From an optimization exercise on the open Yosys and OpenROAD flow, aimed at small area and a short achievable clock period; shortcuts taken in it are not production practice.
Where RTL was checked, it was by simulation tests only, not by an equivalence proof against the original.
No functional check of the RTL was part of run 1.
The clock port is modelled as an ideal driver; clocking choices that lean on that would not hold on a real chip.
Power is estimated from default activity; no workload was simulated.

==> flow/design.v (outline; a module is shown in full before it is edited, if it fits) <==
// module fa: 10 lines
// module ha: 9 lines
// module karatsaub: 2793 lines
module karatsaub (
    input             clk,
    input             rst,
    input             in_valid,
    input      [31:0] in_a,
    input      [31:0] in_b,
    output            out_valid,
    output reg [63:0] out_c
);
  // ...
==> flow/flow/run.sh <==
#!/bin/bash
# Layout flow: the standard synthesis unchanged, then the standard ORFS
# layout steps with timing repair aimed below the clock period (a larger
# setup slack margin), and before CTS the port buffers made plain
# buffers (pre_cts.tcl).  Each step's output goes to its own log.
set -e
bash standard.sh synth > synth.log 2>&1
bash standard.sh SETUP_SLACK_MARGIN=7.05 PRE_CTS_TCL=$PWD/flow/pre_cts.tcl HOOK_IN_BUF=sky130_fd_sc_hd__buf_1 HOOK_OUT_BUF=sky130_fd_sc_hd__buf_2 HOOK_FF_SIZE=2 HOOK_R1_SIZE=4  finish > layout.log 2>&1
==> flow/flow/pre_cts.tcl <==
# Port buffers: plain buffers instead of delay cells; output-stage flops
# one size up.  Only drive strengths and buffer types change.
set block [ord::get_db_block]
foreach bterm [$block getBTerms] {
  set net [$bterm getNet]
  if {$net == "NULL"} continue
  set name [$bterm getName]
  if {$name == "clk"} continue
  if {[$bterm getIoType] == "INPUT"} {
    foreach it [$net getITerms] {
      set inst [$it getInst]
      set m [[$inst getMaster] getName]
      if {[string match "*dlybuf*" $m] || [string match "*dlygate*" $m]} {
        replace_cell [$inst getName] $::env(HOOK_IN_BUF)
      }
    }
  } else {
    foreach it [$net getITerms] {
      if {![$it isOutputSignal]} continue
      set inst [$it getInst]
      replace_cell [$inst getName] $::env(HOOK_OUT_BUF)
      # the flop behind the output buffer
      foreach it2 [$inst getITerms] {
        if {![$it2 isInputSignal]} continue
        set n2 [$it2 getNet]
        foreach it3 [$n2 getITerms] {
          if {![$it3 isOutputSignal]} continue
          set f [$it3 getInst]
          set fm [[$f getMaster] getName]
          if {[regsub {_1$} $fm "_$::env(HOOK_FF_SIZE)" nm]} {
            if {[string match "*df*" $fm]} { replace_cell [$f getName] $nm }
          }
        }
      }
    }
  }
}
if {[info exists ::env(HOOK_R1_SIZE)] && $::env(HOOK_R1_SIZE) != ""} {
  foreach inst [$block getInsts] {
    set iname [$inst getName]
    if {![string match "r1_*" $iname]} continue
    set m [[$inst getMaster] getName]
    if {![string match "*dfxtp*" $m]} continue
    foreach it [$inst getITerms] {
      if {![$it isOutputSignal]} continue
      set n [$it getNet]
      if {$n == "NULL"} continue
      if {[llength [$n getITerms]] > 17} { replace_cell $iname sky130_fd_sc_hd__dfxtp_$::env(HOOK_R1_SIZE) }
    }
  }
}
==> flow/standard.sh <==
#!/bin/bash
# synth_recipe.tcl (not shown) runs the flow's synth.tcl, then flattens the netlist and writes it again
# the make line also repeats each setting of config.mk as NAME=value (left out here)
make -C /OpenROAD-flow-scripts/flow DESIGN_CONFIG=/design/flow/config.mk WORK_HOME=/design/flow/orfs CLKGATE_MAP_FILE= SYNTH_SCRIPT=/design/flow/synth_recipe.tcl "${@:-finish}"
==> flow/config.mk <==
export PLATFORM = sky130hd
export DESIGN_NAME = karatsaub
export DESIGN_NICKNAME = karatsaub
export VERILOG_FILES = /design/flow/design.v
export SDC_FILE = /design/flow/constraint.sdc
export NUM_CORES = 4
export LEC_CHECK = 0
export CAP_MARGIN = 20
export CORE_MARGIN = 2
export CORE_UTILIZATION = 60
export CTS_CLUSTER_DIAMETER = 200
export CTS_CLUSTER_SIZE = 15
export SLEW_MARGIN = 20
export SYNTH_HIERARCHICAL = 1
==> flow/constraint.sdc <==
create_clock -name core_clock -period 10.0 [get_ports {clk}]
set_input_delay 2.0000 -clock core_clock [delete_from_list [all_inputs] [get_ports {clk}]]
set_output_delay 2.0000 -clock core_clock [all_outputs]
set_load 0.01 [all_outputs]
==> out/results.tsv, run 1 <==
stage	metric	value	unit
yosys	post-synthesis compound-gate area fraction	11.6	%
global_routing	antenna violations before repair	1	
power	Pwr top	combinational logic	
clocking	post_cts resized	83	
global_routing	met2 Use GR	54.9	%
final_layout	P&R area growth vs syn	8.06	%
die	FP Rows	83	
yosys	cell taking the most area after synthesis	fa_1	
yosys	Avg Cell Area, Syn	11.4	um2
die	starting density of the core	60.9	%
final_layout	non-filler cells in the finished layout	3369	
worst_setup_path	Crit path depth	1	
clocking	TritonCTS buffer count	37	
final_layout	Final nets	3328	
detailed_routing	Max Used Layer	met5	
worst_setup_path	Buf/Inv on CP	1	
final_layout	Largest Register	out_c	
final_layout	Layout Utilization	65.8	%
detailed_routing	met3 WL	14100	um
final_layout	diodes inserted	1	
worst_setup_path	end of the critical path	out_valid	
worst_setup_path	Worst path slowest cell	dfrtp_2	
outcome	status	no timing/DRC/antenna violations	
worst_setup_path	CP Launch Type	flop	
die	Total Die Area	54000	um2
yosys	Synth Instances	2737	
detailed_routing	Routed WL	98600	um
die	Tap Count	680	
yosys	Post-synth top cells	518 x xnor2_1, 496 x o22ai_1, 493 x fa_1	
final_layout	share of cells above drive strength 1	10.6	%
die	die height	232	um
worst_setup_path	FF-to-FF setup slack	7050	ps
yosys	Synth area leaders	fa_1 32%, dfxtp_1 30%, xnor2_1 14%	
detailed_routing	Residual DRC	0	
sta	post-layout min period	3070	ps
yosys	Yosys top cell area share	31.5	%
yosys	share of flip-flops with an asynchronous set or reset	0.849	%
detailed_routing	routed len/inst	29.3	um
worst_setup_path	FF-to-FF End	r2_n869_0	
final_layout	Plain + repair buffers	168	
placement	gp weighted congestion	0.873	
power	Worst VDD drop	0.000242	V
==> run 2: changes to the inputs <==
--- a/flow/design.v
+++ b/flow/design.v
@@ -131,5 +131,5 @@
     reg r2_n722_1;
+    reg r3_n723_0;
     reg r2_n727_0;
     reg r2_n727_1;
-    reg r3_n728_0;
     reg r2_n732_0;
@@ -144,2 +144,3 @@
     reg r2_n743_1;
+    reg r3_n745_0;
     reg r2_n749_0;
@@ -148,2 +149,3 @@
     reg r3_n752_0;
+    reg r3_n752_1;
     reg r2_n756_0;
@@ -155,2 +157,3 @@
     reg r2_n765_1;
+    reg r3_n767_0;
     reg r2_n772_0;
@@ -164,2 +167,3 @@
     reg r3_n784_0;
+    reg r3_n784_1;
     reg r2_n788_0;
@@ -168,2 +172,3 @@
     reg r2_n790_1;
+    reg r3_n793_0;
     reg r2_n798_0;
@@ -177,2 +182,4 @@
     reg r2_n810_1;
+    reg r3_n813_0;
+    reg r3_n813_1;
     reg r2_n819_0;
@@ -187,2 +194,3 @@
     reg r2_n832_1;
+    reg r3_n835_0;
     reg r2_n843_0;
@@ -192,2 +200,3 @@
     reg r3_n847_0;
+    reg r3_n847_1;
     reg r2_n855_0;
@@ -196,2 +205,3 @@
     reg r2_n856_1;
+    reg r3_n859_0;
     reg r2_n868_0;
@@ -207,2 +217,4 @@
     reg r2_n881_1;
+    reg r3_n885_0;
+    reg r3_n885_1;
     reg r2_n893_0;
@@ -218,2 +230,4 @@
     reg r2_n909_1;
+    reg r3_n913_0;
+    reg r3_n913_1;
     reg r2_n922_0;
@@ -223,2 +237,3 @@
     reg r2_n924_1;
+    reg r3_n928_0;
     reg r2_n937_0;
@@ -229,2 +244,4 @@
     reg r2_n939_1;
+    reg r3_n943_0;
+    reg r3_n943_1;
     reg r2_n952_0;
@@ -234,2 +251,3 @@
     reg r2_n954_1;
+    reg r3_n958_0;
     reg r2_n969_0;
@@ -240,2 +258,5 @@
     reg r2_n971_1;
+    reg r3_n974_1;
+    reg r3_n975_0;
+    reg r3_n975_1;
     reg r2_n984_0;
@@ -246,2 +267,3 @@
     reg r2_n987_1;
+    reg r3_n991_0;
     reg r2_n1001_0;
@@ -251,2 +273,3 @@
     reg r2_n1003_1;
+    reg r3_n1007_0;
     reg r2_n1017_0;
@@ -257,2 +280,4 @@
     reg r2_n1019_1;
+    reg r3_n1023_0;
+    reg r3_n1023_1;
     reg r2_n1031_0;
@@ -262,2 +287,3 @@
     reg r2_n1033_1;
+    reg r3_n1037_0;
     reg r2_n1046_0;
@@ -267,2 +293,4 @@
     reg r2_n1048_1;
+    reg r3_n1052_0;
+    reg r3_n1052_1;
     reg r2_n1058_0;
@@ -273,2 +301,3 @@
     reg r2_n1061_1;
+    reg r3_n1065_0;
     reg r2_n1073_0;
@@ -278,2 +307,4 @@
     reg r2_n1075_1;
+    reg r3_n1079_0;
+    reg r3_n1079_1;
     reg r2_n1087_0;
@@ -282,2 +313,3 @@
     reg r2_n1088_1;
+    reg r3_n1091_0;
     reg r2_n1100_0;
@@ -286,2 +318,4 @@
     reg r2_n1101_1;
+    reg r3_n1104_0;
+    reg r3_n1104_1;
     reg r2_n1110_0;
@@ -291,2 +325,3 @@
     reg r2_n1112_1;
+    reg r3_n1115_0;
     reg r2_n1123_0;
@@ -366,27 +401,4 @@
     reg r3_n1247_1;
-    reg r3_n1248_0;
-    reg r3_n1248_1;
-    reg r3_n1249_0;
-    reg r3_n1249_1;
-    reg r3_n1250_0;
-    reg r3_n1250_1;
-    reg r3_n1251_0;
-    reg r3_n1251_1;
-    reg r3_n1252_0;
-    reg r3_n1252_1;
-    reg r3_n1253_0;
-    reg r3_n1253_1;
-    reg r3_n1254_0;
-    reg r3_n1254_1;
-    reg r3_n1255_0;
-    reg r3_n1255_1;
-    reg r3_n1256_0;
-    reg r3_n1256_1;
-    reg r3_n1257_0;
-    reg r3_n1258_0;
-    reg r3_n1258_1;
-    reg r3_n1259_0;
-    reg r3_n1260_0;
-    reg r3_n1260_1;
     reg r3_n1261_0;
+    reg r3_n1261_1;
     reg r3_n1262_0;
@@ -394,2 +406,3 @@
     reg r3_n1263_0;
+    reg r3_n1263_1;
     reg r3_n1264_0;
@@ -397,2 +410,3 @@
     reg r3_n1265_0;
+    reg r3_n1265_1;
     reg r3_n1266_0;
@@ -400,41 +414,18 @@
     reg r3_n1267_0;
+    reg r3_n1267_1;
     reg r3_n1268_0;
     reg r3_n1268_1;
-    reg r3_n1269_0;
     reg r3_n1270_0;
-    reg r3_n1270_1;
-    reg r3_n1271_0;
-    reg r3_n1271_1;
-    reg r3_n1272_0;
-    reg r3_n1272_1;
-    reg r3_n1273_0;
-    reg r3_n1273_1;
-    reg r3_n1274_0;
-    reg r3_n1274_1;
-    reg r3_n1275_0;
-    reg r3_n1275_1;
-    reg r3_n1276_0;
-    reg r3_n1276_1;
-    reg r3_n1277_0;
-    reg r3_n1277_1;
-    reg r3_n1279_0;
-    reg r3_n1297;
-    reg r3_n1299;
-    reg r3_n1301;
-    reg r3_n1303;
-    reg r3_n1305;
-    reg r3_n1307;
-    reg r3_n1309;
-    reg r2_n1321;
-    reg r3_n1352;
-    reg r2_n1496;
-    reg r3_n1496;
-    reg r2_n1497;
-    reg r3_n1497;
-    reg r2_n1498;
-    reg r3_n1498;
-    reg r3_n1499;
-    reg r3_n1500;
-    reg r3_n1501;
-    reg r3_n1502;
+    reg r2_n1310;
+    reg r3_n1337;
+    reg r2_n1481;
+    reg r3_n1481;
+    reg r2_n1482;
+    reg r3_n1482;
+    reg r2_n1483;
+    reg r3_n1483;
+    reg r3_n1484;
+    reg r3_n1485;
+    reg r3_n1486;
+    reg r3_n1487;
     wire n64 = ~in_a[0];
@@ -1118,3 +1109,3 @@
     wire n723_0, n723_1;
-    ha u723 (.a(r2_n721_0), .b(r2_n722_0), .s(n723_0), .co(n723_1));
+    fa u723 (.a(r2_n721_0), .b(r2_n722_0), .c(n719_1), .s(n723_0), .co(n723_1));
     wire n724_0, n724_1;
@@ -1128,3 +1119,3 @@
     wire n728_0, n728_1;
-    fa u728 (.a(r2_n722_1), .b(r2_n727_0), .c(n723_1), .s(n728_0), .co(n728_1));
+    ha u728 (.a(r2_n722_1), .b(r2_n727_0), .s(n728_0), .co(n728_1));
     wire n729_0, n729_1;
@@ -1162,3 +1153,3 @@
     wire n745_0, n745_1;
-    ha u745 (.a(r2_n738_1), .b(n744_0), .s(n745_0), .co(n745_1));
+    fa u745 (.a(r2_n738_1), .b(n744_0), .c(n739_1), .s(n745_0), .co(n745_1));
     wire n746_0, n746_1;
@@ -1190,3 +1181,3 @@
     wire n759_0, n759_1;
-    fa u759 (.a(n751_1), .b(n758_0), .c(n752_1), .s(n759_0), .co(n759_1));
+    ha u759 (.a(n751_1), .b(n758_0), .s(n759_0), .co(n759_1));
     wire n760_0, n760_1;
@@ -1206,3 +1197,3 @@
     wire n767_0, n767_1;
-    ha u767 (.a(n758_1), .b(n766_0), .s(n767_0), .co(n767_1));
+    fa u767 (.a(n758_1), .b(n766_0), .c(n759_1), .s(n767_0), .co(n767_1));
     wire n768_0, n768_1;
@@ -1298,3 +1289,3 @@
     wire n813_0, n813_1;
-    ha u813 (.a(n802_1), .b(n812_0), .s(n813_0), .co(n813_1));
+    fa u813 (.a(n802_1), .b(n812_0), .c(n803_1), .s(n813_0), .co(n813_1));
     wire n814_0, n814_1;
@@ -1320,3 +1311,3 @@
     wire n824_0, n824_1;
-    fa u824 (.a(n812_1), .b(n823_0), .c(n813_1), .s(n824_0), .co(n824_1));
+    ha u824 (.a(n812_1), .b(n823_0), .s(n824_0), .co(n824_1));
     wire n825_0, n825_1;
@@ -1342,3 +1333,3 @@
     wire n835_0, n835_1;
-    ha u835 (.a(n823_1), .b(n834_0), .s(n835_0), .co(n835_1));
+    fa u835 (.a(n823_1), .b(n834_0), .c(n824_1), .s(n835_0), .co(n835_1));
     wire n836_0, n836_1;
@@ -1442,3 +1433,3 @@
     wire n885_0, n885_1;
-    ha u885 (.a(n871_1), .b(n884_0), .s(n885_0), .co(n885_1));
+    fa u885 (.a(n871_1), .b(n884_0), .c(n872_1), .s(n885_0), .co(n885_1));
     wire n886_0, n886_1;
@@ -1470,3 +1461,3 @@
     wire n899_0, n899_1;
-    fa u899 (.a(n884_1), .b(n885_1), .c(n898_0), .s(n899_0), .co(n899_1));
+    ha u899 (.a(n884_1), .b(n898_0), .s(n899_0), .co(n899_1));
     wire n900_0, n900_1;
@@ -1498,3 +1489,3 @@
     wire n913_0, n913_1;
-    ha u913 (.a(n898_1), .b(n912_0), .s(n913_0), .co(n913_1));
+    fa u913 (.a(n898_1), .b(n912_0), .c(n899_1), .s(n913_0), .co(n913_1));
     wire n914_0, n914_1;
@@ -1558,3 +1549,3 @@
     wire n943_0, n943_1;
-    ha u943 (.a(n927_1), .b(n942_0), .s(n943_0), .co(n943_1));
+    fa u943 (.a(n927_1), .b(n942_0), .c(n928_1), .s(n943_0), .co(n943_1));
     wire n944_0, n944_1;
@@ -1620,3 +1611,3 @@
     wire n975_0, n975_1;
-    ha u975 (.a(n957_1), .b(n974_0), .s(n975_0), .co(n975_1));
+    fa u975 (.a(n957_1), .b(n974_0), .c(n958_1), .s(n975_0), .co(n975_1));
     wire n976 = ~(n674 ^ n960);
@@ -1652,3 +1643,3 @@
     wire n992_0, n992_1;
-    ha u992 (.a(n974_1), .b(n991_0), .s(n992_0), .co(n992_1));
+    ha u992 (.a(r3_n974_1), .b(r3_n991_0), .s(n992_0), .co(n992_1));
     wire n993_0, n993_1;
@@ -1712,3 +1703,3 @@
     wire n1023_0, n1023_1;
-    ha u1023 (.a(n1006_1), .b(n1022_0), .s(n1023_0), .co(n1023_1));
+    fa u1023 (.a(n1006_1), .b(n1022_0), .c(n1007_1), .s(n1023_0), .co(n1023_1));
     wire n1024_0, n1024_1;
@@ -1768,3 +1759,3 @@
     wire n1052_0, n1052_1;
-    ha u1052 (.a(n1036_1), .b(n1051_0), .s(n1052_0), .co(n1052_1));
+    fa u1052 (.a(n1036_1), .b(n1051_0), .c(n1037_1), .s(n1052_0), .co(n1052_1));
     wire n1053_0, n1053_1;
@@ -1820,3 +1811,3 @@
     wire n1079_0, n1079_1;
-    ha u1079 (.a(n1064_1), .b(n1078_0), .s(n1079_0), .co(n1079_1));
+    fa u1079 (.a(n1064_1), .b(n1078_0), .c(n1065_1), .s(n1079_0), .co(n1079_1));
     wire n1080_0, n1080_1;
@@ -1868,3 +1859,3 @@
     wire n1104_0, n1104_1;
-    ha u1104 (.a(n1090_1), .b(n1103_0), .s(n1104_0), .co(n1104_1));
+    fa u1104 (.a(n1090_1), .b(n1103_0), .c(n1091_1), .s(n1104_0), .co(n1104_1));
     wire n1105_0, n1105_1;
@@ -2134,273 +2125,249 @@
     wire n1247_0, n1247_1;
-    ha u1247 (.a(n719_1), .b(n723_0), .s(n1247_0), .co(n1247_1));
+    ha u1247 (.a(n723_1), .b(n728_0), .s(n1247_0), .co(n1247_1));
     wire n1248_0, n1248_1;
-    ha u1248 (.a(n739_1), .b(n745_0), .s(n1248_0), .co(n1248_1));
+    ha u1248 (.a(r3_n752_1), .b(r3_n759_0), .s(n1248_0), .co(n1248_1));
     wire n1249_0, n1249_1;
-    ha u1249 (.a(n759_1), .b(n767_0), .s(n1249_0), .co(n1249_1));
+    ha u1249 (.a(r3_n784_1), .b(r3_n793_0), .s(n1249_0), .co(n1249_1));
     wire n1250_0, n1250_1;
-    ha u1250 (.a(n784_1), .b(n793_0), .s(n1250_0), .co(n1250_1));
+    ha u1250 (.a(r3_n813_1), .b(r3_n824_0), .s(n1250_0), .co(n1250_1));
     wire n1251_0, n1251_1;
-    ha u1251 (.a(n803_1), .b(n813_0), .s(n1251_0), .co(n1251_1));
+    ha u1251 (.a(r3_n847_1), .b(r3_n859_0), .s(n1251_0), .co(n1251_1));
     wire n1252_0, n1252_1;
-    ha u1252 (.a(n824_1), .b(n835_0), .s(n1252_0), .co(n1252_1));
+    ha u1252 (.a(r3_n885_1), .b(r3_n899_0), .s(n1252_0), .co(n1252_1));
     wire n1253_0, n1253_1;
-    ha u1253 (.a(n847_1), .b(n859_0), .s(n1253_0), .co(n1253_1));
+    ha u1253 (.a(r3_n913_1), .b(r3_n928_0), .s(n1253_0), .co(n1253_1));
     wire n1254_0, n1254_1;
-    ha u1254 (.a(n872_1), .b(n885_0), .s(n1254_0), .co(n1254_1));
+    ha u1254 (.a(r3_n943_1), .b(r3_n958_0), .s(n1254_0), .co(n1254_1));
     wire n1255_0, n1255_1;
-    ha u1255 (.a(n899_1), .b(n913_0), .s(n1255_0), .co(n1255_1));
+    ha u1255 (.a(r3_n975_1), .b(n992_0), .s(n1255_0), .co(n1255_1));
     wire n1256_0, n1256_1;
-    ha u1256 (.a(n913_1), .b(n928_0), .s(n1256_0), .co(n1256_1));
+    ha u1256 (.a(n992_1), .b(r3_n1007_0), .s(n1256_0), .co(n1256_1));
     wire n1257_0, n1257_1;
-    ha u1257 (.a(n928_1), .b(n943_0), .s(n1257_0), .co(n1257_1));
+    ha u1257 (.a(r3_n1023_1), .b(r3_n1037_0), .s(n1257_0), .co(n1257_1));
     wire n1258_0, n1258_1;
-    ha u1258 (.a(n943_1), .b(n958_0), .s(n1258_0), .co(n1258_1));
+    ha u1258 (.a(r3_n1052_1), .b(r3_n1065_0), .s(n1258_0), .co(n1258_1));
     wire n1259_0, n1259_1;
-    ha u1259 (.a(n958_1), .b(n975_0), .s(n1259_0), .co(n1259_1));
+    ha u1259 (.a(r3_n1079_1), .b(r3_n1091_0), .s(n1259_0), .co(n1259_1));
     wire n1260_0, n1260_1;
-    ha u1260 (.a(n975_1), .b(n992_0), .s(n1260_0), .co(n1260_1));
+    ha u1260 (.a(r3_n1104_1), .b(r3_n1115_0), .s(n1260_0), .co(n1260_1));
     wire n1261_0, n1261_1;
-    ha u1261 (.a(n992_1), .b(n1007_0), .s(n1261_0), .co(n1261_1));
+    ha u1261 (.a(n1127_1), .b(n1137_0), .s(n1261_0), .co(n1261_1));
     wire n1262_0, n1262_1;
-    ha u1262 (.a(n1007_1), .b(n1023_0), .s(n1262_0), .co(n1262_1));
+    ha u1262 (.a(n1148_1), .b(n1157_0), .s(n1262_0), .co(n1262_1));
     wire n1263_0, n1263_1;
-    ha u1263 (.a(n1023_1), .b(n1037_0), .s(n1263_0), .co(n1263_1));
+    ha u1263 (.a(n1167_1), .b(n1175_0), .s(n1263_0), .co(n1263_1));
     wire n1264_0, n1264_1;
-    ha u1264 (.a(n1037_1), .b(n1052_0), .s(n1264_0), .co(n1264_1));
+    ha u1264 (.a(n1184_1), .b(n1191_0), .s(n1264_0), .co(n1264_1));
     wire n1265_0, n1265_1;
-    ha u1265 (.a(n1052_1), .b(n1065_0), .s(n1265_0), .co(n1265_1));
+    ha u1265 (.a(n1199_1), .b(n1205_0), .s(n1265_0), .co(n1265_1));
     wire n1266_0, n1266_1;
-    ha u1266 (.a(n1065_1), .b(n1079_0), .s(n1266_0), .co(n1266_1));
+    ha u1266 (.a(n1212_1), .b(n1217_0), .s(n1266_0), .co(n1266_1));
     wire n1267_0, n1267_1;
-    ha u1267 (.a(n1079_1), .b(n1091_0), .s(n1267_0), .co(n1267_1));
+    ha u1267 (.a(n1223_1), .b(n1227_0), .s(n1267_0), .co(n1267_1));
     wire n1268_0, n1268_1;
-    ha u1268 (.a(n1091_1), .b(n1104_0), .s(n1268_0), .co(n1268_1));
+    ha u1268 (.a(n1232_1), .b(n1235_0), .s(n1268_0), .co(n1268_1));
     wire n1269_0, n1269_1;
-    ha u1269 (.a(n1104_1), .b(n1115_0), .s(n1269_0), .co(n1269_1));
+    ha u1269 (.a(r3_n1239_1), .b(r3_n1241_0), .s(n1269_0), .co(n1269_1));
     wire n1270_0, n1270_1;
-    ha u1270 (.a(n1127_1), .b(n1137_0), .s(n1270_0), .co(n1270_1));
-    wire n1271_0, n1271_1;
-    ha u1271 (.a(n1148_1), .b(n1157_0), .s(n1271_0), .co(n1271_1));
-    wire n1272_0, n1272_1;
-    ha u1272 (.a(n1167_1), .b(n1175_0), .s(n1272_0), .co(n1272_1));
-    wire n1273_0, n1273_1;
-    ha u1273 (.a(n1184_1), .b(n1191_0), .s(n1273_0), .co(n1273_1));
-    wire n1274_0, n1274_1;
-    ha u1274 (.a(n1199_1), .b(n1205_0), .s(n1274_0), .co(n1274_1));
-    wire n1275_0, n1275_1;
-    ha u1275 (.a(n1212_1), .b(n1217_0), .s(n1275_0), .co(n1275_1));
-    wire n1276_0, n1276_1;
-    ha u1276 (.a(n1223_1), .b(n1227_0), .s(n1276_0), .co(n1276_1));
-    wire n1277_0, n1277_1;
-    ha u1277 (.a(n1232_1), .b(n1235_0), .s(n1277_0), .co(n1277_1));
-    wire n1278_0, n1278_1;
-    ha u1278 (.a(r3_n1239_1), .b(r3_n1241_0), .s(n1278_0), .co(n1278_1));
-    wire n1279_0, n1279_1;
-    ha u1279 (.a(n1244_1), .b(r2_n1245_0), .s(n1279_0), .co(n1279_1));
-    wire n1280 = n99 & n1246_1;
-    wire n1282 = n705_0 & n704_0;
-    wire n1283 = n709_0 & r2_n707_0;
-    wire n1284 = n715_0 & n712_0;
-    wire n1285 = r3_n1247_0 & r3_n719_0;
-    wire n1286 = r3_n733_0 & r3_n728_0;
-    wire n1287 = r3_n1248_0 & r3_n739_0;
-    wire n1288 = r3_n759_0 & r3_n752_0;
-    wire n1289 = r3_n775_0 & r3_n1249_1;
-    wire n1290 = r3_n775_0 & r3_n1249_0;
-    wire n1291 = r3_n1250_0 & r3_n784_0;
-    wire n1292 = r3_n1251_0 & r3_n803_0;
-    wire n1293 = r3_n1252_0 & r3_n824_0;
-    wire n1294 = r3_n1253_0 & r3_n847_0;
-    wire n1295 = r3_n1254_0 & r3_n872_0;
-    wire n1296 = r3_n1255_0 & r3_n899_0;
-    wire n1297 = n1257_1 | (n1257_0 & n1256_1);
-    wire n1298 = r3_n1257_0 & r3_n1256_0;
-    wire n1299 = n1259_1 | (n1259_0 & n1258_1);
-    wire n1300 = r3_n1259_0 & r3_n1258_0;
-    wire n1301 = n1261_1 | (n1261_0 & n1260_1);
-    wire n1302 = r3_n1261_0 & r3_n1260_0;
-    wire n1303 = n1263_1 | (n1263_0 & n1262_1);
-    wire n1304 = r3_n1263_0 & r3_n1262_0;
-    wire n1305 = n1265_1 | (n1265_0 & n1264_1);
-    wire n1306 = r3_n1265_0 & r3_n1264_0;
-    wire n1307 = n1267_1 | (n1267_0 & n1266_1);
-    wire n1308 = r3_n1267_0 & r3_n1266_0;
-    wire n1309 = n1269_1 | (n1269_0 & n1268_1);
-    wire n1310 = r3_n1269_0 & r3_n1268_0;
-    wire n1311 = r3_n1270_0 & r3_n1127_0;
-    wire n1312 = r3_n1271_0 & r3_n1148_0;
-    wire n1313 = r3_n1272_0 & r3_n1167_0;
-    wire n1314 = r3_n1273_0 & r3_n1184_0;
-    wire n1315 = r3_n1274_0 & r3_n1199_0;
-    wire n1316 = r3_n1275_0 & r3_n1212_0;
-    wire n1317 = r3_n1276_0 & r3_n1223_0;
-    wire n1318 = r3_n1277_0 & r3_n1232_0;
-    wire n1319 = n1278_0 & r3_n1239_0;
-    wire n1321 = n1282 & n1280;
-    wire n1323 = n1284 & n1283;
-    wire n1324 = n1286 & r3_n1247_1;
-    wire n1325 = n1286 & n1285;
-    wire n1326 = n1288 & r3_n1248_1;
-    wire n1327 = n1288 & n1287;
-    wire n1328 = r3_n1250_1 | (n1291 & n1289);
-    wire n1329 = n1291 & n1290;
-    wire n1330 = r3_n1252_1 | (n1293 & r3_n1251_1);
-    wire n1331 = n1293 & n1292;
-    wire n1332 = r3_n1254_1 | (n1295 & r3_n1253_1);
-    wire n1333 = n1295 & n1294;
-    wire n1334 = r3_n1297 | (n1298 & r3_n1255_1);
-    wire n1335 = n1298 & n1296;
-    wire n1336 = r3_n1301 | (n1302 & r3_n1299);
-    wire n1337 = n1302 & n1300;
-    wire n1338 = r3_n1305 | (n1306 & r3_n1303);
-    wire n1339 = n1306 & n1304;
-    wire n1340 = r3_n1309 | (n1310 & r3_n1307);
-    wire n1341 = n1310 & n1308;
-    wire n1342 = r3_n1271_1 | (n1312 & r3_n1270_1);
-    wire n1343 = n1312 & n1311;
-    wire n1344 = r3_n1273_1 | (n1314 & r3_n1272_1);
-    wire n1345 = n1314 & n1313;
-    wire n1346 = r3_n1275_1 | (n1316 & r3_n1274_1);
-    wire n1347 = n1316 & n1315;
-    wire n1348 = r3_n1277_1 | (n1318 & r3_n1276_1);
-    wire n1349 = n1318 & n1317;
-    wire n1352 = n1323 & r2_n1321;
-    wire n1354 = n1326 | (n1327 & n1324);
-    wire n1355 = n1327 & n1325;
-    wire n1356 = n1330 | (n1331 & n1328);
-    wire n1357 = n1331 & n1329;
-    wire n1358 = n1334 | (n1335 & n1332);
-    wire n1359 = n1335 & n1333;
-    wire n1360 = n1338 | (n1339 & n1336);
-    wire n1361 = n1339 & n1337;
-    wire n1362 = n1342 | (n1343 & n1340);
-    wire n1363 = n1343 & n1341;
-    wire n1364 = n1346 | (n1347 & n1344);
-    wire n1365 = n1347 & n1345;
-    wire n1368 = n1354 | (n1355 & r3_n1352);
-    wire n1370 = n1358 | (n1359 & n1356);
-    wire n1371 = n1359 & n1357;
-    wire n1372 = n1362 | (n1363 & n1360);
-    wire n1373 = n1363 & n1361;
-    wire n1376 = n1370 | (n1371 & n1368);
-    wire n1382 = n1372 | (n1373 & n1376);
-    wire n1384 = n1356 | (n1357 & n1368);
-    wire n1386 = n1360 | (n1361 & n1376);
-    wire n1388 = n1364 | (n1365 & n1382);
-    wire n1390 = n1324 | (n1325 & r3_n1352);
-    wire n1392 = n1328 | (n1329 & n1368);
-    wire n1394 = n1332 | (n1333 & n1384);
-    wire n1396 = n1336 | (n1337 & n1376);
-    wire n1398 = n1340 | (n1341 & n1386);
-    wire n1400 = n1344 | (n1345 & n1382);
-    wire n1402 = n1348 | (n1349 & n1388);
-    wire n1404 = n1283 & r2_n1321;
-    wire n1406 = r3_n1247_1 | (n1285 & r3_n1352);
-    wire n1408 = r3_n1248_1 | (n1287 & n1390);
-    wire n1410 = n1289 | (n1290 & n1368);
-    wire n1412 = r3_n1251_1 | (n1292 & n1392);
-    wire n1414 = r3_n1253_1 | (n1294 & n1384);
-    wire n1416 = r3_n1255_1 | (n1296 & n1394);
-    wire n1418 = r3_n1299 | (n1300 & n1376);
-    wire n1420 = r3_n1303 | (n1304 & n1396);
-    wire n1422 = r3_n1307 | (n1308 & n1386);
-    wire n1424 = r3_n1270_1 | (n1311 & n1398);
-    wire n1426 = r3_n1272_1 | (n1313 & n1382);
-    wire n1428 = r3_n1274_1 | (n1315 & n1400);
-    wire n1430 = r3_n1276_1 | (n1317 & n1388);
-    wire n1432 = n1278_1 | (n1319 & n1402);
-    wire n1434 = n704_0 & n1280;
-    wire n1436 = r2_n707_0 & r2_n1321;
-    wire n1438 = n712_0 & n1404;
-    wire n1440 = r3_n719_0 & r3_n1352;
-    wire n1442 = r3_n728_0 & n1406;
-    wire n1444 = r3_n739_0 & n1390;
-    wire n1446 = r3_n752_0 & n1408;
-    wire n1448 = r3_n1249_1 | (r3_n1249_0 & n1368);
-    wire n1450 = r3_n784_0 & n1410;
-    wire n1452 = r3_n803_0 & n1392;
-    wire n1454 = r3_n824_0 & n1412;
-    wire n1456 = r3_n847_0 & n1384;
-    wire n1458 = r3_n872_0 & n1414;
-    wire n1460 = r3_n899_0 & n1394;
-    wire n1462 = r3_n1256_1 | (r3_n1256_0 & n1416);
-    wire n1464 = r3_n1258_1 | (r3_n1258_0 & n1376);
-    wire n1466 = r3_n1260_1 | (r3_n1260_0 & n1418);
-    wire n1468 = r3_n1262_1 | (r3_n1262_0 & n1396);
-    wire n1470 = r3_n1264_1 | (r3_n1264_0 & n1420);
-    wire n1472 = r3_n1266_1 | (r3_n1266_0 & n1386);
-    wire n1474 = r3_n1268_1 | (r3_n1268_0 & n1422);
-    wire n1476 = r3_n1127_0 & n1398;
-    wire n1478 = r3_n1148_0 & n1424;
-    wire n1480 = r3_n1167_0 & n1382;
-    wire n1482 = r3_n1184_0 & n1426;
-    wire n1484 = r3_n1199_0 & n1400;
-    wire n1486 = r3_n1212_0 & n1428;
-    wire n1488 = r3_n1223_0 & n1388;
-    wire n1490 = r3_n1232_0 & n1430;
-    wire n1492 = r3_n1239_0 & n1402;
-    wire n1494 = r3_n1244_0 & n1432;
-    wire n1496 = n99 ^ n1246_1;
-    wire n1497 = n704_0 ^ n1280;
-    wire n1498 = n705_0 ^ n1434;
-    wire n1499 = r2_n707_0 ^ r2_n1321;
-    wire n1500 = n709_0 ^ n1436;
-    wire n1501 = n712_0 ^ n1404;
-    wire n1502 = n715_0 ^ n1438;
-    wire n1503 = r3_n719_0 ^ r3_n1352;
-    wire n1504 = r3_n1247_0 ^ n1440;
-    wire n1505 = r3_n728_0 ^ n1406;
-    wire n1506 = r3_n733_0 ^ n1442;
-    wire n1507 = r3_n739_0 ^ n1390;
-    wire n1508 = r3_n1248_0 ^ n1444;
-    wire n1509 = r3_n752_0 ^ n1408;
-    wire n1510 = r3_n759_0 ^ n1446;
-    wire n1511 = r3_n1249_0 ^ n1368;
-    wire n1512 = r3_n775_0 ^ n1448;
-    wire n1513 = r3_n784_0 ^ n1410;
-    wire n1514 = r3_n1250_0 ^ n1450;
-    wire n1515 = r3_n803_0 ^ n1392;
-    wire n1516 = r3_n1251_0 ^ n1452;
-    wire n1517 = r3_n824_0 ^ n1412;
-    wire n1518 = r3_n1252_0 ^ n1454;
-    wire n1519 = r3_n847_0 ^ n1384;
-    wire n1520 = r3_n1253_0 ^ n1456;
-    wire n1521 = r3_n872_0 ^ n1414;
-    wire n1522 = r3_n1254_0 ^ n1458;
-    wire n1523 = r3_n899_0 ^ n1394;
-    wire n1524 = r3_n1255_0 ^ n1460;
-    wire n1525 = r3_n1256_0 ^ n1416;
-    wire n1526 = r3_n1257_0 ^ n1462;
-    wire n1527 = r3_n1258_0 ^ n1376;
-    wire n1528 = r3_n1259_0 ^ n1464;
-    wire n1529 = r3_n1260_0 ^ n1418;
-    wire n1530 = r3_n1261_0 ^ n1466;
-    wire n1531 = r3_n1262_0 ^ n1396;
-    wire n1532 = r3_n1263_0 ^ n1468;
-    wire n1533 = r3_n1264_0 ^ n1420;
-    wire n1534 = r3_n1265_0 ^ n1470;
-    wire n1535 = r3_n1266_0 ^ n1386;
-    wire n1536 = r3_n1267_0 ^ n1472;
-    wire n1537 = r3_n1268_0 ^ n1422;
-    wire n1538 = r3_n1269_0 ^ n1474;
-    wire n1539 = r3_n1127_0 ^ n1398;
-    wire n1540 = r3_n1270_0 ^ n1476;
-    wire n1541 = r3_n1148_0 ^ n1424;
-    wire n1542 = r3_n1271_0 ^ n1478;
-    wire n1543 = r3_n1167_0 ^ n1382;
-    wire n1544 = r3_n1272_0 ^ n1480;
-    wire n1545 = r3_n1184_0 ^ n1426;
-    wire n1546 = r3_n1273_0 ^ n1482;
-    wire n1547 = r3_n1199_0 ^ n1400;
-    wire n1548 = r3_n1274_0 ^ n1484;
-    wire n1549 = r3_n1212_0 ^ n1428;
-    wire n1550 = r3_n1275_0 ^ n1486;
-    wire n1551 = r3_n1223_0 ^ n1388;
-    wire n1552 = r3_n1276_0 ^ n1488;
-    wire n1553 = r3_n1232_0 ^ n1430;
-    wire n1554 = r3_n1277_0 ^ n1490;
-    wire n1555 = r3_n1239_0 ^ n1402;
-    wire n1556 = n1278_0 ^ n1492;
-    wire n1557 = r3_n1244_0 ^ n1432;
-    wire n1558 = r3_n1279_0 ^ n1494;
+    ha u1270 (.a(n1244_1), .b(r2_n1245_0), .s(n1270_0), .co(n1270_1));
+    wire n1271 = n99 & n1246_1;
+    wire n1273 = n705_0 & n704_0;
+    wire n1274 = n709_0 & r2_n707_0;
+    wire n1275 = n715_0 & n712_0;
+    wire n1276 = r3_n723_0 & r3_n719_0;
+    wire n1277 = r3_n733_0 & r3_n1247_1;
+    wire n1278 = r3_n733_0 & r3_n1247_0;
+    wire n1279 = r3_n745_0 & r3_n739_0;
+    wire n1280 = n1248_0 & r3_n752_0;
+    wire n1281 = r3_n775_0 & r3_n767_0;
+    wire n1282 = n1249_0 & r3_n784_0;
+    wire n1283 = r3_n813_0 & r3_n803_0;
+    wire n1284 = r3_n835_0 & n1250_1;
+    wire n1285 = r3_n835_0 & n1250_0;
+    wire n1286 = n1251_0 & r3_n847_0;
+    wire n1287 = r3_n885_0 & r3_n872_0;
+    wire n1288 = r3_n913_0 & n1252_1;
+    wire n1289 = r3_n913_0 & n1252_0;
+    wire n1290 = r3_n943_0 & n1253_1;
+    wire n1291 = r3_n943_0 & n1253_0;
+    wire n1292 = r3_n975_0 & n1254_1;
+    wire n1293 = r3_n975_0 & n1254_0;
+    wire n1294 = n1256_1 | (n1256_0 & n1255_1);
+    wire n1295 = n1256_0 & n1255_0;
+    wire n1296 = n1257_0 & r3_n1023_0;
+    wire n1297 = n1258_0 & r3_n1052_0;
+    wire n1298 = n1259_0 & r3_n1079_0;
+    wire n1299 = n1260_0 & r3_n1104_0;
+    wire n1300 = r3_n1261_0 & r3_n1127_0;
+    wire n1301 = r3_n1262_0 & r3_n1148_0;
+    wire n1302 = r3_n1263_0 & r3_n1167_0;
+    wire n1303 = r3_n1264_0 & r3_n1184_0;
+    wire n1304 = r3_n1265_0 & r3_n1199_0;
+    wire n1305 = r3_n1266_0 & r3_n1212_0;
+    wire n1306 = r3_n1267_0 & r3_n1223_0;
+    wire n1307 = r3_n1268_0 & r3_n1232_0;
+    wire n1308 = n1269_0 & r3_n1239_0;
+    wire n1310 = n1273 & n1271;
+    wire n1312 = n1275 & n1274;
+    wire n1313 = n1278 & n1276;
+    wire n1314 = n1280 & n1279;
+    wire n1315 = n1282 & n1281;
+    wire n1316 = n1285 & n1283;
+    wire n1317 = n1287 & n1251_1;
+    wire n1318 = n1287 & n1286;
+    wire n1319 = n1290 | (n1291 & n1288);
+    wire n1320 = n1291 & n1289;
+    wire n1321 = n1294 | (n1295 & n1292);
+    wire n1322 = n1295 & n1293;
+    wire n1323 = n1258_1 | (n1297 & n1257_1);
+    wire n1324 = n1297 & n1296;
+    wire n1325 = n1260_1 | (n1299 & n1259_1);
+    wire n1326 = n1299 & n1298;
+    wire n1327 = r3_n1262_1 | (n1301 & r3_n1261_1);
+    wire n1328 = n1301 & n1300;
+    wire n1329 = r3_n1264_1 | (n1303 & r3_n1263_1);
+    wire n1330 = n1303 & n1302;
+    wire n1331 = r3_n1266_1 | (n1305 & r3_n1265_1);
+    wire n1332 = n1305 & n1304;
+    wire n1333 = r3_n1268_1 | (n1307 & r3_n1267_1);
+    wire n1334 = n1307 & n1306;
+    wire n1337 = n1312 & r2_n1310;
+    wire n1339 = n1248_1 | (n1314 & n1277);
+    wire n1340 = n1314 & n1313;
+    wire n1341 = n1284 | (n1316 & n1249_1);
+    wire n1342 = n1316 & n1315;
+    wire n1343 = n1319 | (n1320 & n1317);
+    wire n1344 = n1320 & n1318;
+    wire n1345 = n1323 | (n1324 & n1321);
+    wire n1346 = n1324 & n1322;
+    wire n1347 = n1327 | (n1328 & n1325);
+    wire n1348 = n1328 & n1326;
+    wire n1349 = n1331 | (n1332 & n1329);
+    wire n1350 = n1332 & n1330;
+    wire n1353 = n1339 | (n1340 & r3_n1337);
+    wire n1355 = n1343 | (n1344 & n1341);
+    wire n1356 = n1344 & n1342;
+    wire n1357 = n1347 | (n1348 & n1345);
+    wire n1358 = n1348 & n1346;
+    wire n1361 = n1355 | (n1356 & n1353);
+    wire n1367 = n1357 | (n1358 & n1361);
+    wire n1369 = n1341 | (n1342 & n1353);
+    wire n1371 = n1345 | (n1346 & n1361);
+    wire n1373 = n1349 | (n1350 & n1367);
+    wire n1375 = n1277 | (n1313 & r3_n1337);
+    wire n1377 = n1249_1 | (n1315 & n1353);
+    wire n1379 = n1317 | (n1318 & n1369);
+    wire n1381 = n1321 | (n1322 & n1361);
+    wire n1383 = n1325 | (n1326 & n1371);
+    wire n1385 = n1329 | (n1330 & n1367);
+    wire n1387 = n1333 | (n1334 & n1373);
+    wire n1389 = n1274 & r2_n1310;
+    wire n1391 = n1276 & r3_n1337;
+    wire n1393 = n1279 & n1375;
+    wire n1395 = n1281 & n1353;
+    wire n1397 = n1283 & n1377;
+    wire n1399 = n1251_1 | (n1286 & n1369);
+    wire n1401 = n1288 | (n1289 & n1379);
+    wire n1403 = n1292 | (n1293 & n1361);
+    wire n1405 = n1257_1 | (n1296 & n1381);
+    wire n1407 = n1259_1 | (n1298 & n1371);
+    wire n1409 = r3_n1261_1 | (n1300 & n1383);
+    wire n1411 = r3_n1263_1 | (n1302 & n1367);
+    wire n1413 = r3_n1265_1 | (n1304 & n1385);
+    wire n1415 = r3_n1267_1 | (n1306 & n1373);
+    wire n1417 = n1269_1 | (n1308 & n1387);
+    wire n1419 = n704_0 & n1271;
+    wire n1421 = r2_n707_0 & r2_n1310;
+    wire n1423 = n712_0 & n1389;
+    wire n1425 = r3_n719_0 & r3_n1337;
+    wire n1427 = r3_n1247_1 | (r3_n1247_0 & n1391);
+    wire n1429 = r3_n739_0 & n1375;
+    wire n1431 = r3_n752_0 & n1393;
+    wire n1433 = r3_n767_0 & n1353;
+    wire n1435 = r3_n784_0 & n1395;
+    wire n1437 = r3_n803_0 & n1377;
+    wire n1439 = n1250_1 | (n1250_0 & n1397);
+    wire n1441 = r3_n847_0 & n1369;
+    wire n1443 = r3_n872_0 & n1399;
+    wire n1445 = n1252_1 | (n1252_0 & n1379);
+    wire n1447 = n1253_1 | (n1253_0 & n1401);
+    wire n1449 = n1254_1 | (n1254_0 & n1361);
+    wire n1451 = n1255_1 | (n1255_0 & n1403);
+    wire n1453 = r3_n1023_0 & n1381;
+    wire n1455 = r3_n1052_0 & n1405;
+    wire n1457 = r3_n1079_0 & n1371;
+    wire n1459 = r3_n1104_0 & n1407;
+    wire n1461 = r3_n1127_0 & n1383;
+    wire n1463 = r3_n1148_0 & n1409;
+    wire n1465 = r3_n1167_0 & n1367;
+    wire n1467 = r3_n1184_0 & n1411;
+    wire n1469 = r3_n1199_0 & n1385;
+    wire n1471 = r3_n1212_0 & n1413;
+    wire n1473 = r3_n1223_0 & n1373;
+    wire n1475 = r3_n1232_0 & n1415;
+    wire n1477 = r3_n1239_0 & n1387;
+    wire n1479 = r3_n1244_0 & n1417;
+    wire n1481 = n99 ^ n1246_1;
+    wire n1482 = n704_0 ^ n1271;
+    wire n1483 = n705_0 ^ n1419;
+    wire n1484 = r2_n707_0 ^ r2_n1310;
+    wire n1485 = n709_0 ^ n1421;
+    wire n1486 = n712_0 ^ n1389;
+    wire n1487 = n715_0 ^ n1423;
+    wire n1488 = r3_n719_0 ^ r3_n1337;
+    wire n1489 = r3_n723_0 ^ n1425;
+    wire n1490 = r3_n1247_0 ^ n1391;
+    wire n1491 = r3_n733_0 ^ n1427;
+    wire n1492 = r3_n739_0 ^ n1375;
+    wire n1493 = r3_n745_0 ^ n1429;
+    wire n1494 = r3_n752_0 ^ n1393;
+    wire n1495 = n1248_0 ^ n1431;
+    wire n1496 = r3_n767_0 ^ n1353;
+    wire n1497 = r3_n775_0 ^ n1433;
+    wire n1498 = r3_n784_0 ^ n1395;
+    wire n1499 = n1249_0 ^ n1435;
+    wire n1500 = r3_n803_0 ^ n1377;
+    wire n1501 = r3_n813_0 ^ n1437;
+    wire n1502 = n1250_0 ^ n1397;
+    wire n1503 = r3_n835_0 ^ n1439;
+    wire n1504 = r3_n847_0 ^ n1369;
+    wire n1505 = n1251_0 ^ n1441;
+    wire n1506 = r3_n872_0 ^ n1399;
+    wire n1507 = r3_n885_0 ^ n1443;
+    wire n1508 = n1252_0 ^ n1379;
+    wire n1509 = r3_n913_0 ^ n1445;
+    wire n1510 = n1253_0 ^ n1401;
+    wire n1511 = r3_n943_0 ^ n1447;
+    wire n1512 = n1254_0 ^ n1361;
+    wire n1513 = r3_n975_0 ^ n1449;
+    wire n1514 = n1255_0 ^ n1403;
+    wire n1515 = n1256_0 ^ n1451;
+    wire n1516 = r3_n1023_0 ^ n1381;
+    wire n1517 = n1257_0 ^ n1453;
+    wire n1518 = r3_n1052_0 ^ n1405;
+    wire n1519 = n1258_0 ^ n1455;
+    wire n1520 = r3_n1079_0 ^ n1371;
+    wire n1521 = n1259_0 ^ n1457;
+    wire n1522 = r3_n1104_0 ^ n1407;
+    wire n1523 = n1260_0 ^ n1459;
+    wire n1524 = r3_n1127_0 ^ n1383;
+    wire n1525 = r3_n1261_0 ^ n1461;
+    wire n1526 = r3_n1148_0 ^ n1409;
+    wire n1527 = r3_n1262_0 ^ n1463;
+    wire n1528 = r3_n1167_0 ^ n1367;
+    wire n1529 = r3_n1263_0 ^ n1465;
+    wire n1530 = r3_n1184_0 ^ n1411;
+    wire n1531 = r3_n1264_0 ^ n1467;
+    wire n1532 = r3_n1199_0 ^ n1385;
+    wire n1533 = r3_n1265_0 ^ n1469;
+    wire n1534 = r3_n1212_0 ^ n1413;
+    wire n1535 = r3_n1266_0 ^ n1471;
+    wire n1536 = r3_n1223_0 ^ n1373;
+    wire n1537 = r3_n1267_0 ^ n1473;
+    wire n1538 = r3_n1232_0 ^ n1415;
+    wire n1539 = r3_n1268_0 ^ n1475;
+    wire n1540 = r3_n1239_0 ^ n1387;
+    wire n1541 = n1269_0 ^ n1477;
+    wire n1542 = r3_n1244_0 ^ n1417;
+    wire n1543 = r3_n1270_0 ^ n1479;
     always @(posedge clk) begin
@@ -2501,5 +2468,5 @@
         r2_n722_1 <= n722_1;
+        r3_n723_0 <= n723_0;
         r2_n727_0 <= n727_0;
         r2_n727_1 <= n727_1;
-        r3_n728_0 <= n728_0;
         r2_n732_0 <= n732_0;
@@ -2514,2 +2481,3 @@
         r2_n743_1 <= n743_1;
+        r3_n745_0 <= n745_0;
         r2_n749_0 <= n749_0;
@@ -2518,2 +2486,3 @@
         r3_n752_0 <= n752_0;
+        r3_n752_1 <= n752_1;
         r2_n756_0 <= n756_0;
@@ -2525,2 +2494,3 @@
         r2_n765_1 <= n765_1;
+        r3_n767_0 <= n767_0;
         r2_n772_0 <= n772_0;
@@ -2534,2 +2504,3 @@
         r3_n784_0 <= n784_0;
+        r3_n784_1 <= n784_1;
         r2_n788_0 <= n788_0;
@@ -2538,2 +2509,3 @@
         r2_n790_1 <= n790_1;
+        r3_n793_0 <= n793_0;
         r2_n798_0 <= n798_0;
@@ -2547,2 +2519,4 @@
         r2_n810_1 <= n810_1;
+        r3_n813_0 <= n813_0;
+        r3_n813_1 <= n813_1;
         r2_n819_0 <= n819_0;
@@ -2557,2 +2531,3 @@
         r2_n832_1 <= n832_1;
+        r3_n835_0 <= n835_0;
         r2_n843_0 <= n843_0;
@@ -2562,2 +2537,3 @@
         r3_n847_0 <= n847_0;
+        r3_n847_1 <= n847_1;
         r2_n855_0 <= n855_0;
@@ -2566,2 +2542,3 @@
         r2_n856_1 <= n856_1;
+        r3_n859_0 <= n859_0;
         r2_n868_0 <= n868_0;
@@ -2577,2 +2554,4 @@
         r2_n881_1 <= n881_1;
+        r3_n885_0 <= n885_0;
+        r3_n885_1 <= n885_1;
         r2_n893_0 <= n893_0;
@@ -2588,2 +2567,4 @@
         r2_n909_1 <= n909_1;
+        r3_n913_0 <= n913_0;
+        r3_n913_1 <= n913_1;
         r2_n922_0 <= n922_0;
@@ -2593,2 +2574,3 @@
         r2_n924_1 <= n924_1;
+        r3_n928_0 <= n928_0;
         r2_n937_0 <= n937_0;
@@ -2599,2 +2581,4 @@
         r2_n939_1 <= n939_1;
+        r3_n943_0 <= n943_0;
+        r3_n943_1 <= n943_1;
         r2_n952_0 <= n952_0;
@@ -2604,2 +2588,3 @@
         r2_n954_1 <= n954_1;
+        r3_n958_0 <= n958_0;
         r2_n969_0 <= n969_0;
@@ -2610,2 +2595,5 @@
         r2_n971_1 <= n971_1;
+        r3_n974_1 <= n974_1;
+        r3_n975_0 <= n975_0;
+        r3_n975_1 <= n975_1;
         r2_n984_0 <= n984_0;
@@ -2616,2 +2604,3 @@
         r2_n987_1 <= n987_1;
+        r3_n991_0 <= n991_0;
         r2_n1001_0 <= n1001_0;
@@ -2621,2 +2610,3 @@
         r2_n1003_1 <= n1003_1;
+        r3_n1007_0 <= n1007_0;
         r2_n1017_0 <= n1017_0;
@@ -2627,2 +2617,4 @@
         r2_n1019_1 <= n1019_1;
+        r3_n1023_0 <= n1023_0;
+        r3_n1023_1 <= n1023_1;
         r2_n1031_0 <= n1031_0;
@@ -2632,2 +2624,3 @@
         r2_n1033_1 <= n1033_1;
+        r3_n1037_0 <= n1037_0;
         r2_n1046_0 <= n1046_0;
@@ -2637,2 +2630,4 @@
         r2_n1048_1 <= n1048_1;
+        r3_n1052_0 <= n1052_0;
+        r3_n1052_1 <= n1052_1;
         r2_n1058_0 <= n1058_0;
@@ -2643,2 +2638,3 @@
         r2_n1061_1 <= n1061_1;
+        r3_n1065_0 <= n1065_0;
         r2_n1073_0 <= n1073_0;
@@ -2648,2 +2644,4 @@
         r2_n1075_1 <= n1075_1;
+        r3_n1079_0 <= n1079_0;
+        r3_n1079_1 <= n1079_1;
         r2_n1087_0 <= n1087_0;
@@ -2652,2 +2650,3 @@
         r2_n1088_1 <= n1088_1;
+        r3_n1091_0 <= n1091_0;
         r2_n1100_0 <= n1100_0;
@@ -2656,2 +2655,4 @@
         r2_n1101_1 <= n1101_1;
+        r3_n1104_0 <= n1104_0;
+        r3_n1104_1 <= n1104_1;
         r2_n1110_0 <= n1110_0;
@@ -2661,2 +2662,3 @@
         r2_n1112_1 <= n1112_1;
+        r3_n1115_0 <= n1115_0;
         r2_n1123_0 <= n1123_0;
@@ -2736,27 +2738,4 @@
         r3_n1247_1 <= n1247_1;
-        r3_n1248_0 <= n1248_0;
-        r3_n1248_1 <= n1248_1;
-        r3_n1249_0 <= n1249_0;
-        r3_n1249_1 <= n1249_1;
-        r3_n1250_0 <= n1250_0;
-        r3_n1250_1 <= n1250_1;
-        r3_n1251_0 <= n1251_0;
-        r3_n1251_1 <= n1251_1;
-        r3_n1252_0 <= n1252_0;
-        r3_n1252_1 <= n1252_1;
-        r3_n1253_0 <= n1253_0;
-        r3_n1253_1 <= n1253_1;
-        r3_n1254_0 <= n1254_0;
-        r3_n1254_1 <= n1254_1;
-        r3_n1255_0 <= n1255_0;
-        r3_n1255_1 <= n1255_1;
-        r3_n1256_0 <= n1256_0;
-        r3_n1256_1 <= n1256_1;
-        r3_n1257_0 <= n1257_0;
-        r3_n1258_0 <= n1258_0;
-        r3_n1258_1 <= n1258_1;
-        r3_n1259_0 <= n1259_0;
-        r3_n1260_0 <= n1260_0;
-        r3_n1260_1 <= n1260_1;
         r3_n1261_0 <= n1261_0;
+        r3_n1261_1 <= n1261_1;
         r3_n1262_0 <= n1262_0;
@@ -2764,2 +2743,3 @@
         r3_n1263_0 <= n1263_0;
+        r3_n1263_1 <= n1263_1;
         r3_n1264_0 <= n1264_0;
@@ -2767,2 +2747,3 @@
         r3_n1265_0 <= n1265_0;
+        r3_n1265_1 <= n1265_1;
         r3_n1266_0 <= n1266_0;
@@ -2770,44 +2751,21 @@
         r3_n1267_0 <= n1267_0;
+        r3_n1267_1 <= n1267_1;
         r3_n1268_0 <= n1268_0;
         r3_n1268_1 <= n1268_1;
-        r3_n1269_0 <= n1269_0;
         r3_n1270_0 <= n1270_0;
-        r3_n1270_1 <= n1270_1;
-        r3_n1271_0 <= n1271_0;
-        r3_n1271_1 <= n1271_1;
-        r3_n1272_0 <= n1272_0;
-        r3_n1272_1 <= n1272_1;
-        r3_n1273_0 <= n1273_0;
-        r3_n1273_1 <= n1273_1;
-        r3_n1274_0 <= n1274_0;
-        r3_n1274_1 <= n1274_1;
-        r3_n1275_0 <= n1275_0;
-        r3_n1275_1 <= n1275_1;
-        r3_n1276_0 <= n1276_0;
-        r3_n1276_1 <= n1276_1;
-        r3_n1277_0 <= n1277_0;
-        r3_n1277_1 <= n1277_1;
-        r3_n1279_0 <= n1279_0;
-        r3_n1297 <= n1297;
-        r3_n1299 <= n1299;
-        r3_n1301 <= n1301;
-        r3_n1303 <= n1303;
-        r3_n1305 <= n1305;
-        r3_n1307 <= n1307;
-        r3_n1309 <= n1309;
-        r2_n1321 <= n1321;
-        r3_n1352 <= n1352;
-        r2_n1496 <= n1496;
-        r3_n1496 <= r2_n1496;
-        r2_n1497 <= n1497;
-        r3_n1497 <= r2_n1497;
-        r2_n1498 <= n1498;
-        r3_n1498 <= r2_n1498;
-        r3_n1499 <= n1499;
-        r3_n1500 <= n1500;
-        r3_n1501 <= n1501;
-        r3_n1502 <= n1502;
+        r2_n1310 <= n1310;
+        r3_n1337 <= n1337;
+        r2_n1481 <= n1481;
+        r3_n1481 <= r2_n1481;
+        r2_n1482 <= n1482;
+        r3_n1482 <= r2_n1482;
+        r2_n1483 <= n1483;
+        r3_n1483 <= r2_n1483;
+        r3_n1484 <= n1484;
+        r3_n1485 <= n1485;
+        r3_n1486 <= n1486;
+        r3_n1487 <= n1487;
     end
     always @(posedge clk) begin
-        out_c <= {n1558, n1557, n1556, n1555, n1554, n1553, n1552, n1551, n1550, n1549, n1548, n1547, n1546, n1545, n1544, n1543, n1542, n1541, n1540, n1539, n1538, n1537, n1536, n1535, n1534, n1533, n1532, n1531, n1530, n1529, n1528, n1527, n1526, n1525, n1524, n1523, n1522, n1521, n1520, n1519, n1518, n1517, n1516, n1515, n1514, n1513, n1512, n1511, n1510, n1509, n1508, n1507, n1506, n1505, n1504, n1503, r3_n1502, r3_n1501, r3_n1500, r3_n1499, r3_n1498, r3_n1497, r3_n1496, r3_n1246_0};
+        out_c <= {n1543, n1542, n1541, n1540, n1539, n1538, n1537, n1536, n1535, n1534, n1533, n1532, n1531, n1530, n1529, n1528, n1527, n1526, n1525, n1524, n1523, n1522, n1521, n1520, n1519, n1518, n1517, n1516, n1515, n1514, n1513, n1512, n1511, n1510, n1509, n1508, n1507, n1506, n1505, n1504, n1503, n1502, n1501, n1500, n1499, n1498, n1497, n1496, n1495, n1494, n1493, n1492, n1491, n1490, n1489, n1488, r3_n1487, r3_n1486, r3_n1485, r3_n1484, r3_n1483, r3_n1482, r3_n1481, r3_n1246_0};
     end
--- a/flow/flow/run.sh
+++ b/flow/flow/run.sh
@@ -7,2 +7,2 @@
 bash standard.sh synth > synth.log 2>&1
-bash standard.sh SETUP_SLACK_MARGIN=7.05 PRE_CTS_TCL=$PWD/flow/pre_cts.tcl HOOK_IN_BUF=sky130_fd_sc_hd__buf_1 HOOK_OUT_BUF=sky130_fd_sc_hd__buf_2 HOOK_FF_SIZE=2 HOOK_R1_SIZE=4  finish > layout.log 2>&1
+bash standard.sh SETUP_SLACK_MARGIN=6.9 PRE_CTS_TCL=$PWD/flow/pre_cts.tcl HOOK_IN_BUF=sky130_fd_sc_hd__buf_1 HOOK_OUT_BUF=sky130_fd_sc_hd__buf_2 HOOK_FF_SIZE=2 HOOK_R1_SIZE=4  finish > layout.log 2>&1
==> out/results.tsv, run 2 <==
stage	metric	value	unit	change
global_routing	total grt overflow	0		unchanged
global_routing	met2 Use GR	52.4	%	was 54.9%
die	I/O pins	132		unchanged
power	power consumption	10700	uW	was 11700 uW
sta	setup TNS	0	ps	unchanged
die	die height	231	um	was 232 um
final_layout	FF+latch area	9540	um2	was 9700 um2
power	Leak	0.0121	uW	was 0.0125 uW
global_routing	first-pass GRT wire length	145000	um	was 148000 um
detailed_routing	total number of vias	21900		was 22700
yosys	Post-synth top cells	516 x xnor2_1, 502 x fa_1, 498 x o22ai_1		was 518 x xnor2_1, 496 x o22ai_1, 493 x fa_1
worst_setup_path	CP Launch Type	flop		unchanged
clocking	clock sinks	462		was 471
worst_setup_path	CP endpoint kind	output port		unchanged
sta	Hold Fails Final Rpt	0		unchanged
yosys	Avg Cell Area, Syn	11.5	um2	was 11.4 um2
sta	slew margin rel.	45.0	%	was 50.3%
global_routing	GRT met3 Usage	13.5	%	was 13.1%
power	Sw Share	41.0	%	was 41.3%
detailed_routing	DR iter-0 viols	2736		was 2985
die	chip width	231	um	was 232 um
worst_setup_path	Worst path slowest cell	dfrtp_2		unchanged
sta	Worst Skew	31.4	ps	was 47.5 ps
yosys	post-synth cell types	43		unchanged
placement	DP Area	32400	um2	was 32700 um2
power	Sequential Power Share	33.2	%	was 31.4%
sta	max-slew violations	0		unchanged
yosys	Synth area leaders	fa_1 32%, dfxtp_1 30%, xnor2_1 15%		was fa_1 32%, dfxtp_1 30%, xnor2_1 14%
worst_setup_path	CP max FO	1		unchanged
power	Worst VDD drop	0.000218	V	was 0.000242 V
clocking	CTS tree	yes		unchanged
die	Core ar.	51200	um2	was 51400 um2
placement	Placed Cells	3258		was 3306
outcome	status	no timing/DRC/antenna violations		unchanged
placement	gp weighted congestion	0.879		was 0.873
final_layout	share of cells above drive strength 1	10.9	%	was 10.6%
yosys	Synth Net Count	3345		was 3396
flow_run	max_cap viols	0		unchanged
final_layout	area of the multi-input gates	20400	um2	was 20500 um2
final_layout	Fill cells	4019		was 4060
yosys	Yosys top cell area share	32.4	%	was 31.5%
yosys	yosys warns	7		unchanged
clocking	TritonCTS buffer count	36		was 37
worst_setup_path	max incr delay on CP	400	ps	about the same
sta	post-layout min period	3070	ps	about the same
final_layout	Layout Utilization	64.4	%	was 65.8%
power	Int Power	6310	uW	was 6840 uW
clocking	CTS clk-pin slew, worst paths	70	ps	was 60 ps
power	Net Sw Power	4390	uW	was 4820 uW
power	power per cell area	324	nW/um2	was 345 nW/um2
worst_setup_path	data required time of the worst path	8000	ps	about the same
global_routing	maximum number of pins on one net before global-route repair	35		was 36
die	Total Die Area	53500	um2	was 54000 um2
yosys	share of flip-flops with an asynchronous set or reset	0.866	%	was 0.849%
sta	Fmax	0.326	GHz	about the same
global_routing	grt met1 use	48.7	%	about the same
worst_setup_path	WS Path Type	flop to output port		unchanged
final_layout	commonest non-fill, non-tap cell in the layout	xnor2_1		unchanged
worst_hold_path	worst min path class	flop to flop		unchanged
global_routing	GRT busiest layer	met2		unchanged
detailed_routing	Routed Antenna Nets	0		unchanged
worst_setup_path	Arr. time, crit path	1070	ps	about the same
final_layout	P&R area growth vs syn	6.49	%	was 8.06%
sta	Worst-Margin Slew	826	ps	was 745 ps
final_layout	Largest Register	out_c		unchanged
final_layout	non-filler cells in the finished layout	3321		was 3369
sta	Setup violations, final	0		unchanged
worst_setup_path	crit path cell chain	buf_6		unchanged
final_layout	diodes inserted	0		was 1
die	FP Rows	83		unchanged
final_layout	Final nets	3270		was 3328
placement	Detailed Place HPWL	59300	um	was 60000 um
placement	IO Port Bufs	131		unchanged
detailed_routing	Detailed Routing Iterations Pass 1	7		unchanged
global_routing	total track usage	36.4	%	was 37.3%
final_layout	most frequent cells in the layout	516 x xnor2_1, 502 x fa_1, 498 x o22ai_1, 342 x dfxtp_1, 90 x nor2_1		was 516 x xnor2_1, 496 x o22ai_1, 493 x fa_1, 354 x dfxtp_1, 99 x ha_1
yosys	cell with the most instances after synthesis	xnor2_1		unchanged
worst_setup_path	Buf/Inv on CP	1		unchanged
yosys	Synth Instances	2695		was 2737
yosys	Post-synth EDFFs	0		unchanged
global_routing	vias in the first global route	23800		was 24200
clocking	clock latency on the worst-skew pair	590	ps	was 600 ps
detailed_routing	Routed WL	94900	um	was 98600 um
yosys	cell taking the most area after synthesis	fa_1		unchanged
final_layout	Largest regs	out_c: 64 flops, vld: 4 flops		unchanged
yosys	prevailing post-synth register cell	dfxtp_1		unchanged
yosys	Mapped Area	31000	um2	was 31300 um2
final_layout	max reg flops	64		unchanged
yosys	synthesized flop and latch total	462		was 471
sta	RSZ-0062 raised after global routing	yes		unchanged
detailed_routing	Vias/cell	6.60		was 6.73
worst_setup_path	CP top delay family	flip-flops		unchanged
power	Clk pwr share	12.5	%	was 11.8%
detailed_routing	routed len/inst	28.6	um	was 29.3 um
yosys	post-synthesis sequential area ratio	29.9	%	was 30.2%
power	Comb pwr share	54.3	%	was 56.8%
die	starting density of the core	60.5	%	was 60.9%
final_layout	final instance area	33000	um2	was 33800 um2
detailed_routing	Residual DRC	0		unchanged
global_routing	antenna violations before repair	4		was 1
sta	Final Cycle Share	30.7	%	about the same
-- run 2: power by group through the flow --
stage	logic (uW)	registers (uW)	clock network (uW)
finish	5810	3550	1340
global route	6680	3630	1440
detailed placement	5940	3550	0
CTS	5890	3530	1370
floorplan	3850	3310	0
global placement	5760	3530	0
-- run 2: kinds of logic (layout without fill, tap and decap cells) --
family,count (synthesis),in the layout,synth area share [%]
simple gates,159,159,2.27
buf+inv,363,309,4.40
flops,462,462,29.9
compound gates,554,554,11.5
xor+xnor,574,574,16.2
fa+ha+maj,583,583,35.7
-- run 2: final timing paths --
kind / startpoint / endpoint / slack (ps) / cells past startpoint
max: vld[3] / out_valid / 6930 / 1
min: r3_n1482 / out_c[2] / 320 / 0
max reg2reg: r3_n752_1 / out_c[63] / 6940 / 13
min reg2reg: r3_n1482 / out_c[2] / 320 / 0
max in group asynchronous: rst / vld[3] / 8570 / 2
min in group asynchronous: rst / vld[2] / 1280 / 2
-- run 2: final cells by class --
class	instances	area share, %
clock buffer	56	3.02
clock inverter	3	0.0683
inverter	88	1.05
multi-input combinational	1870	61.8
sequential	462	28.9
tap	680	2.58
timing repair buffer	162	2.61
-- run 2: worst register-to-register path, stage by stage (launching register included) --
cell and delay [ps]:
dfxtp_1 300, ha_1 320, and4_4 200, a31oi_4 300, o31ai_4 120, a31o_4 280
a21o_4 250, o211ai_4 210, buf_12 150, o211ai_1 90, buf_4 160, a41o_1 230
ha_1 190, xor2_1 160
-- run 2: metal layers --
layer | vias up | wire length (um)
met5 | - | 84
met4 | 10 | 5480
met3 | 470 | 13800
met2 | 1808 | 39800
met1 | 10800 | 35700
li1 | 8846 | -
-- run 2: metrics by stage --
step | setup slack (ps) | hold WS (ps)
after floorplan | 7100 | 310
after CTS | 6850 | 327
final | 6930 | 324
after global routing | 6850 | 332
after detailed placement | 6560 | 313
after global placement | 6670 | 315
-- run 2: modules after synthesis, one instance, submodules excluded --
module     cell area [um2]  copies in the design
fa                    20.0                   502
ha                    12.5                    33
karatsaub            20500                     1
-- run 2: what timing repair did --
| item | CTS | global route |
|---|---|---|
| setup buffers | 3 | 1 |
| resized for setup | 8 | 11 |
| pin swaps | 3 | 3 |
| endpoints found under the setup margin | 41 | 27 |
| hold buffers | 0 | 0 |

-- static timing again, ports no longer ideal --
No port has a modelled driver above. Below, the same layouts with a new extraction and two added sets of constraints. Step 1 (the two cells are an assumption about what drives the block):
set clk [get_ports {clk}]
set_driving_cell -lib_cell sky130_fd_sc_hd__clkbuf_16 $clk
set_driving_cell -lib_cell sky130_fd_sc_hd__buf_2 [delete_from_list [all_inputs] $clk]
Step 2 times the ports against the registers' clock, not the clock port: input delays grow and output delays shrink by t, the midpoint of the rising clock arrivals with the driver on. a / b / c = ideal ports / drivers / drivers and shift; a / b = the first two.
| run | t (ns) | setup WS [ns] | hold slack, ns | worst slew at a driven data input, ns |
|---|---|---|---|---|
| run 1 | 0.643 | 6.930 / 6.864 / 7.046 | 0.328 / 0.328 / 0.328 | 0.07 |
| run 2 | 0.632 | 6.928 / 6.867 / 6.935 | 0.324 / 0.324 / 0.324 | 0.08 |
After both steps setup and hold are still met in every run listed.
